Source: an optimization exercise on an open RTL-to-GDS flow (aim: small area, a short achievable clock period and few clock cycles). Production flows keep margins and buffers that such runs may drop.
Only simulation tests tie the RTL to the original design; equivalence was not proved.
No activity file was given, so power comes from the tool's default toggle rates.

==> pepper: inputs <==
==> flow/design.v <==
module CHIP #(
    parameter BIT_W = 32
)(
    input               i_clk,
    input               i_rst_n,
    input  [BIT_W-1:0]  i_IMEM_data,
    output [BIT_W-1:0]  o_IMEM_addr,
    output              o_IMEM_cen,
    input               i_DMEM_stall,
    input  [BIT_W-1:0]  i_DMEM_rdata,
    output              o_DMEM_cen,
    output              o_DMEM_wen,
    output [BIT_W-1:0]  o_DMEM_addr,
    output [BIT_W-1:0]  o_DMEM_wdata
);
    localparam [6:0] OP_R     = 7'b0110011;
    localparam [6:0] OP_I     = 7'b0010011;
    localparam [6:0] OP_AUIPC = 7'b0010111;
    localparam [6:0] OP_JAL   = 7'b1101111;
    localparam [6:0] OP_JALR  = 7'b1100111;
    localparam [6:0] OP_LW    = 7'b0000011;
    localparam [6:0] OP_SW    = 7'b0100011;
    localparam [6:0] OP_BR    = 7'b1100011;
    localparam [6:0] OP_ECALL = 7'b1110011;
    localparam [31:0] PC_RESET = 32'h00010000;
    localparam [31:0] SP_RESET = 32'hbffffff0;
    localparam [31:0] GP_RESET = 32'h10008000;
    reg  [31:0] pc_f;
    reg  [31:0] ir;
    reg  [31:0] pc_d;
    reg         v_d;
    reg         v_e;
    reg  [31:0] x_e, y_e, b_e;    
    reg  [4:0]  rd_e;
    reg         e_wr;        
    reg         e_ld, e_st, e_mul, e_br, e_jalr;
    reg         e_sub;
    reg  [2:0]  e_sel;       
    reg  [2:0]  e_f3;        
    reg         p_cen, p_wen, p_ld;
    reg  [31:0] p_addr, p_wdata;
    reg  [4:0]  p_rd;
    reg         m_busy, m_done;
    reg  [4:0]  m_rd;
    reg  [31:0] m_a, m_b, m_acc;
    reg  [31:0] rf [1:31];
    reg  [31:1] rf_v;
    wire [6:0] op_d  = ir[6:0];
    wire [4:0] rd_d  = ir[11:7];
    wire [4:0] rs1_d = ir[19:15];
    wire [4:0] rs2_d = ir[24:20];
    wire [2:0] f3_d  = ir[14:12];
    wire d_r     = (op_d == OP_R);
    wire d_i     = (op_d == OP_I);
    wire d_auipc = (op_d == OP_AUIPC);
    wire d_jal   = (op_d == OP_JAL);
    wire d_jalr  = (op_d == OP_JALR);
    wire d_ld    = (op_d == OP_LW);
    wire d_st    = (op_d == OP_SW);
    wire d_br    = (op_d == OP_BR);
    wire d_ecall = (op_d == OP_ECALL);
    wire d_mul   = d_r & ir[25];
    wire d_use1  = d_r | d_i | d_jalr | d_ld | d_st | d_br;
    wire d_use2  = d_r | d_st | d_br;
    wire d_wrany = (d_r | d_i | d_auipc | d_jal | d_jalr | d_ld) & (rd_d != 5'd0);
    wire [31:0] imm_i = {{20{ir[31]}}, ir[31:20]};
    wire [31:0] imm_s = {{20{ir[31]}}, ir[31:25], ir[11:7]};
    wire [31:0] imm_u = {ir[31:12], 12'b0};
    wire [31:0] imm_b = {{19{ir[31]}}, ir[31], ir[7], ir[30:25], ir[11:8], 1'b0};
    wire [31:0] imm_j = {{11{ir[31]}}, ir[31], ir[19:12], ir[20], ir[30:21], 1'b0};
    function [31:0] rf_init;
        input [4:0] r;
        begin
            case (r)
                5'd2:    rf_init = SP_RESET;
                5'd3:    rf_init = GP_RESET;
                default: rf_init = 32'd0;
            endcase
        end
    endfunction
    wire [31:0] rf_rd1 = (rs1_d == 5'd0) ? 32'd0 : (rf_v[rs1_d] ? rf[rs1_d] : rf_init(rs1_d));
    wire [31:0] rf_rd2 = (rs2_d == 5'd0) ? 32'd0 : (rf_v[rs2_d] ? rf[rs2_d] : rf_init(rs2_d));
    wire [31:0] ex_res;
    wire        ex_wr_now;           
    wire [31:0] rs1_val = (ex_wr_now && rd_e == rs1_d) ? ex_res : rf_rd1;
    wire [31:0] rs2_val = (ex_wr_now && rd_e == rs2_d) ? ex_res : rf_rd2;
    wire pe_e = v_e & (e_ld | e_mul) & (rd_e != 5'd0);
    wire pe_p = p_cen & p_ld;
    wire pe_m = m_busy | m_done;
    function busy_reg;
        input [4:0] r;
        begin
            busy_reg = (r != 5'd0) &&
                       ((pe_e && rd_e == r) || (pe_p && p_rd == r) ||
                        (pe_m && m_rd == r));
        end
    endfunction
    wire hazard_d = v_d & ((d_use1 & busy_reg(rs1_d)) | (d_use2 & busy_reg(rs2_d)) |
                           (d_wrany & busy_reg(rd_d)) | d_ecall);
    wire [31:0] y_in = e_sub ? ~y_e : y_e;
    wire [32:0] sum33 = {1'b0, x_e} + {1'b0, y_in} + {32'd0, e_sub};
    wire [31:0] sum = sum33[31:0];
    wire        lt = (x_e[31] ^ y_e[31]) ? x_e[31] : sum[31];
    wire        eq = (x_e == y_e);
    wire [31:0] shl = x_e << y_e[4:0];
    wire [31:0] sra = $signed(x_e) >>> y_e[4:0];
    reg  [31:0] res;
    always @(*) begin
        case (e_sel)
            3'd0:    res = sum;
            3'd1:    res = x_e & y_e;
            3'd2:    res = x_e ^ y_e;
            3'd3:    res = {31'd0, lt};
            3'd4:    res = shl;
            3'd5:    res = sra;
            default: res = b_e;             
        endcase
    end
    assign ex_res = res;
    reg taken;
    always @(*) begin
        case (e_f3)
            3'b000:  taken = eq;
            3'b001:  taken = ~eq;
            3'b100:  taken = lt;
            3'b101:  taken = ~lt;
            default: taken = 1'b0;
        endcase
    end
    wire ld_done = p_cen & p_ld & ~i_DMEM_stall;
    wire wp_r = ld_done;
    wire wp_m = m_done & ~ld_done;
    wire port_taken = ld_done | m_done;
    wire stall_e = v_e & (((e_ld | e_st) & p_cen & i_DMEM_stall) |
                          (e_mul & (m_busy | m_done)) |
                          (e_wr & port_taken));
    wire go_e = v_e & ~stall_e;
    assign ex_wr_now = go_e & e_wr;
    wire redirect_e = go_e & ((e_br & taken) | e_jalr);
    wire [31:0] target_e = e_jalr ? {sum[31:1], 1'b0} : b_e;
    wire stall_d = stall_e | hazard_d;
    wire [31:0] link_d   = pc_d + 32'd4;
    wire [31:0] target_b = pc_d + imm_b;      
    wire [31:0] f_inst = i_IMEM_data;
    wire        f_jal  = (f_inst[6:0] == OP_JAL);
    wire [31:0] f_imm_j = {{11{f_inst[31]}}, f_inst[31], f_inst[19:12], f_inst[20], f_inst[30:21], 1'b0};
    wire [31:0] target_j = pc_f + f_imm_j;
    wire [31:0] pc_4 = pc_f + 32'd4;
    always @(posedge i_clk or negedge i_rst_n) begin
        if (!i_rst_n) begin
            pc_f <= PC_RESET;
            v_d  <= 1'b0;
        end else begin
            if (redirect_e) begin
                pc_f <= target_e;
                v_d  <= 1'b0;
            end else if (!stall_d) begin
                pc_f <= f_jal ? target_j : pc_4;
                v_d  <= 1'b1;
            end
        end
    end
    always @(posedge i_clk) begin
        if (!stall_d) begin
            ir   <= f_inst;
            pc_d <= pc_f;
        end
    end
    assign o_IMEM_addr = pc_f;
    assign o_IMEM_cen  = 1'b1;
    always @(posedge i_clk or negedge i_rst_n) begin
        if (!i_rst_n) begin
            v_e <= 1'b0;
        end else begin
            if (redirect_e) v_e <= 1'b0;
            else if (!stall_e) v_e <= v_d & ~hazard_d;
        end
    end
    always @(posedge i_clk) begin
        if (!stall_e) begin
            x_e    <= d_auipc ? pc_d : rs1_val;
            y_e    <= d_auipc ? imm_u :
                      d_st    ? imm_s :
                      (d_r | d_br) ? rs2_val : imm_i;
            b_e    <= (d_jal | d_jalr) ? link_d : d_br ? target_b : rs2_val;
            rd_e   <= rd_d;
            e_wr   <= ((d_r & ~d_mul) | d_i | d_auipc | d_jal | d_jalr) & (rd_d != 5'd0);
            e_ld   <= d_ld;
            e_st   <= d_st;
            e_mul  <= d_mul;
            e_br   <= d_br;
            e_jalr <= d_jalr;
            e_sub  <= (d_r & ir[30]) | d_br | (d_i & f3_d == 3'b010);
            e_f3   <= f3_d;
            if (d_jal | d_jalr)                  e_sel <= 3'd6;
            else if (d_r & f3_d == 3'b111)       e_sel <= 3'd1;
            else if (d_r & f3_d == 3'b100)       e_sel <= 3'd2;
            else if (d_i & f3_d == 3'b010)       e_sel <= 3'd3;
            else if (d_i & f3_d == 3'b001)       e_sel <= 3'd4;
            else if (d_i & f3_d == 3'b101)       e_sel <= 3'd5;
            else                                 e_sel <= 3'd0;
        end
    end
    wire        wb_en   = wp_r | wp_m | ex_wr_now;
    wire [4:0]  wb_rd   = wp_r ? p_rd : wp_m ? m_rd : rd_e;
    wire [31:0] wb_data = wp_r ? i_DMEM_rdata : wp_m ? m_acc : ex_res;
    integer k;
    always @(posedge i_clk) begin
        for (k = 1; k < 32; k = k + 1)
            if (wb_en && wb_rd == k) rf[k] <= wb_data;
    end
    always @(posedge i_clk or negedge i_rst_n) begin
        if (!i_rst_n) rf_v <= 31'd0;
        else if (wb_en && wb_rd != 5'd0) rf_v[wb_rd] <= 1'b1;
    end
    wire enq = go_e & (e_ld | e_st);
    wire port_free = ~p_cen | ~i_DMEM_stall;      
    wire q_ld = e_ld & (rd_e != 5'd0);
    always @(posedge i_clk or negedge i_rst_n) begin
        if (!i_rst_n) begin
            p_cen <= 1'b0;
        end else begin
            if (port_free) p_cen <= enq;
        end
    end
    always @(posedge i_clk) begin
        if (port_free) begin
            p_wen   <= e_st;
            p_ld    <= q_ld;
            p_addr  <= sum;
            p_wdata <= b_e;
            p_rd    <= rd_e;
        end
    end
    assign o_DMEM_cen   = p_cen;
    assign o_DMEM_wen   = p_wen;
    assign o_DMEM_addr  = p_addr;
    assign o_DMEM_wdata = p_wdata;
    wire        m_start = go_e & e_mul;
    wire [31:0] m_pp0 = m_b[0] ? m_a : 32'd0;
    wire [31:0] m_pp1 = m_b[1] ? {m_a[30:0], 1'b0} : 32'd0;
    wire [31:0] m_nacc = m_acc + m_pp0 + m_pp1;
    wire [31:0] m_nb = {2'b00, m_b[31:2]};
    always @(posedge i_clk or negedge i_rst_n) begin
        if (!i_rst_n) begin
            m_busy <= 1'b0;
            m_done <= 1'b0;
        end else begin
            if (m_start) begin
                m_busy <= 1'b1;
            end else if (m_busy && m_nb == 32'd0) begin
                m_busy <= 1'b0;
                m_done <= 1'b1;
            end else if (wp_m) begin
                m_done <= 1'b0;
            end
        end
    end
    always @(posedge i_clk) begin
        if (m_start) begin
            m_a   <= x_e;
            m_b   <= y_e;
            m_acc <= 32'd0;
            m_rd  <= rd_e;
        end else if (m_busy) begin
            m_a   <= {m_a[29:0], 2'b00};
            m_b   <= m_nb;
            m_acc <= m_nacc;
        end
    end
endmodule
==> flow/flow/run.sh <==
#!/bin/bash
set -euo pipefail
MARGIN=$(cat "$(dirname "$0")/margin.txt")
bash standard.sh SETUP_SLACK_MARGIN="$MARGIN" finish > flow_make.log 2>&1
==> flow/flow/margin.txt <==
6.5
==> flow/standard.sh <==
#!/bin/bash
# synth_recipe.tcl (not shown) runs the flow's synth.tcl, then flattens the netlist and writes it again
# the make line also repeats each setting of config.mk as NAME=value (left out here)
make -C /OpenROAD-flow-scripts/flow DESIGN_CONFIG=/design/flow/config.mk WORK_HOME=/design/flow/orfs CLKGATE_MAP_FILE= SYNTH_SCRIPT=/design/flow/synth_recipe.tcl "${@:-finish}"
==> flow/config.mk <==
export PLATFORM = sky130hd
export DESIGN_NAME = CHIP
export DESIGN_NICKNAME = CHIP
export VERILOG_FILES = /design/flow/design.v
export SDC_FILE = /design/flow/constraint.sdc
export NUM_CORES = 8
export LEC_CHECK = 0
export ABC_CLOCK_PERIOD_IN_PS = 3500
export CAP_MARGIN = 20
export CORE_MARGIN = 2
export CORE_UTILIZATION = 40
export SETUP_SLACK_MARGIN = 0.5
export SLEW_MARGIN = 20
==> flow/constraint.sdc <==
create_clock -name core_clock -period 11.0 [get_ports {i_clk}]
set_input_delay 2.2000 -clock core_clock [delete_from_list [all_inputs] [get_ports {i_clk}]]
set_output_delay 2.2000 -clock core_clock [all_outputs]
set_load 0.01 [all_outputs]
==> xenon: changes against pepper <==
--- a/flow/design.v
+++ b/flow/design.v
@@ -31,2 +31,3 @@
     reg         v_d;
+    reg  [31:0] oh1_d, oh2_d;    
     reg         v_e;
@@ -80,9 +81,20 @@
     endfunction
-    wire [31:0] rf_rd1 = (rs1_d == 5'd0) ? 32'd0 : (rf_v[rs1_d] ? rf[rs1_d] : rf_init(rs1_d));
-    wire [31:0] rf_rd2 = (rs2_d == 5'd0) ? 32'd0 : (rf_v[rs2_d] ? rf[rs2_d] : rf_init(rs2_d));
+    function [31:0] rf_sel;
+        input [31:0] oh;
+        integer j;
+        begin
+            rf_sel = 32'd0;
+            for (j = 1; j < 32; j = j + 1)
+                rf_sel = rf_sel | ({32{oh[j]}} & rf[j]);
+        end
+    endfunction
+    wire        rf_v1  = |(oh1_d & {rf_v, 1'b1});
+    wire        rf_v2  = |(oh2_d & {rf_v, 1'b1});
+    wire [31:0] rf_rd1 = rf_v1 ? rf_sel(oh1_d) : ({32{oh1_d[2]}} & SP_RESET) | ({32{oh1_d[3]}} & GP_RESET);
+    wire [31:0] rf_rd2 = rf_v2 ? rf_sel(oh2_d) : ({32{oh2_d[2]}} & SP_RESET) | ({32{oh2_d[3]}} & GP_RESET);
     wire [31:0] ex_res;
     wire        ex_wr_now;           
-    wire [31:0] rs1_val = (ex_wr_now && rd_e == rs1_d) ? ex_res : rf_rd1;
-    wire [31:0] rs2_val = (ex_wr_now && rd_e == rs2_d) ? ex_res : rf_rd2;
-    wire pe_e = v_e & (e_ld | e_mul) & (rd_e != 5'd0);
+    wire [31:0] rs1_val = rf_rd1;
+    wire [31:0] rs2_val = rf_rd2;
+    wire pe_e = v_e & (e_ld | e_mul | e_wr) & (rd_e != 5'd0);
     wire pe_p = p_cen & p_ld;
@@ -164,4 +176,6 @@
         if (!stall_d) begin
-            ir   <= f_inst;
-            pc_d <= pc_f;
+            ir    <= f_inst;
+            pc_d  <= pc_f;
+            oh1_d <= 32'd1 << f_inst[19:15];
+            oh2_d <= 32'd1 << f_inst[24:20];
         end
@@ -238,3 +252,3 @@
     assign o_DMEM_wdata = p_wdata;
-    wire        m_start = go_e & e_mul;
+    wire        m_start = v_e & e_mul & ~m_busy & ~m_done;    
     wire [31:0] m_pp0 = m_b[0] ? m_a : 32'd0;
@@ -259,5 +273,5 @@
     always @(posedge i_clk) begin
+        m_a <= m_start ? x_e : {m_a[29:0], 2'b00};
+        m_b <= m_start ? y_e : m_nb;
         if (m_start) begin
-            m_a   <= x_e;
-            m_b   <= y_e;
             m_acc <= 32'd0;
@@ -265,4 +279,2 @@
         end else if (m_busy) begin
-            m_a   <= {m_a[29:0], 2'b00};
-            m_b   <= m_nb;
             m_acc <= m_nacc;
==> flow/flow/run.sh (replaced) <==
#!/bin/bash
set -uo pipefail
HERE=$(dirname "$0")
MARGIN=$(cat "$HERE/margin.txt")
RPT=orfs/reports/sky130hd/CHIP/base/6_finish.rpt

violations() {
  # prints the number of max slew / max cap violations in the finish report
  awk '/report_check_types/ {on=1} on && /VIOLATED/ {n++} /max_slew_check_slack/ {on=0} END {print n+0}' "$RPT"
}

bash standard.sh SETUP_SLACK_MARGIN="$MARGIN" finish > flow_make.log 2>&1
rc=$?
if [[ $rc -ne 0 || ! -f "$RPT" || $(violations) -ne 0 ]]; then
  mv orfs orfs_first
  rm -f out/final.def
  bash standard.sh SETUP_SLACK_MARGIN="$MARGIN" SKIP_GATE_CLONING=1 finish > flow_make_2.log 2>&1
  rc=$?

fi
exit $rc
==> flow/flow/margin.txt (replaced) <==
7.0
==> summary of the runs <==
Against xenon, the clock-buffer cell count of pepper is lower by 10. Between xenon and pepper, the lower die area is in xenon (gap about 0.5%, measured against pepper). Against pepper, the synthesized area of xenon is smaller by about 0.5%. Fmax: xenon is higher than pepper (8.2%). Against pepper, the worst hold slack of xenon is lower by 75 ps. Of xenon and pepper, xenon has the higher utilization (gap 2.3 points). Design area: pepper is smaller than xenon (3.8%). Of pepper and xenon, xenon has the higher first-iteration DRC count (gap 7.6%, measured against xenon). In pepper the clock power is lower than in xenon, by about 3%. In xenon the sequential power is smaller than in pepper, by about 3%. Between pepper and xenon, the lower global-route usage is in xenon (gap 0.35 points).
==> figures <==
Outcome: pepper no timing/DRC/antenna violations; xenon no timing/DRC/antenna violations
Pin count of the biggest net entering global routing: pepper 78; xenon 75
Share of power burned in the clock network: pepper 31.7%; xenon 33.5%
Met1 track demand over resource in global routing: pepper 44.98%; xenon 46.50%
Reg area: pepper 0.04169 mm^2; xenon 0.04301 mm^2
Number of distinct library cells after synthesis: pepper 100; xenon 90
Share of the synthesized netlist area taken by xor and xnor gates: pepper 2.424%; xenon 2.414%
Worst hold margin: pepper 483.6 ps; xenon 408.8 ps
Worst-case setup slack after placement: pepper 4293 ps; xenon 3903 ps
Number of buffers other than clock buffers in the final layout: pepper 496; xenon 657
Endpoint required time on the critical path: pepper 11650 ps; xenon 11660 ps
Most repeated library cell on the critical path: pepper buf_4; xenon buf_12
Fill count: pepper 16572; xenon 15955
Maximum fanout along the worst path: pepper 36; xenon 8
Number of standard cells in the final layout excluding fillers: pepper 9062; xenon 9146
Layout cell share with drive strength beyond 1: pepper 15.66%; xenon 18.24%
Number of clock sinks: pepper 1410; xenon 1474
Number of instances in the placed design: pepper 8665; xenon 8561
Comb pwr: pepper 0.00453 W; xenon 0.00404 W
Post-layout util: pepper 47.33%; xenon 49.61%
PD cells: pepper 195.8 mW/mm^2; xenon 182.5 mW/mm^2
DIE WIDTH: pepper 435.2 um; xenon 434.1 um
Area fraction in compound gates after synthesis: pepper 20.40%; xenon 19.51%
Testbench counts of pepper, summed over its fixed seeds: cycles 76,688.
Testbench counts of xenon, summed over its fixed seeds: cycles 79,174.

## re-timing with driven ports
The flow's constraints put no driver on any port. The routed layouts listed below were extracted and timed again, unchanged, in two steps. Step 1, drivers: a clkbuf_16 drives i_clk and a buf_2 each remaining input, both assumed. Step 2 moves the port delays by t, midway between the first and last clock arrival at a register: inputs arrive t later, outputs are due t later. That takes back most of the time a late clock gives input paths. a / b / c = no drivers / after step 1 / after step 2; a / b = the first two.
run | t, ns | setup WS [ns] | hold slack, ns | worst setup path at the end | latest minus earliest clock arrival (ns)
pepper | 0.905 | 6.358 / 6.358 / 5.521 | 0.484 / 0.484 / 0.484 | input to register | 0.120 / 0.120
xenon | 0.894 | 6.709 / 6.709 / 5.913 | 0.409 / 0.409 / 0.409 | input to register | 0.096 / 0.096
After both steps setup and hold are still met in every run listed. The setup slack of pepper, which loses most, moves by 0.000 ns with the drivers and by -0.837 ns with both steps.
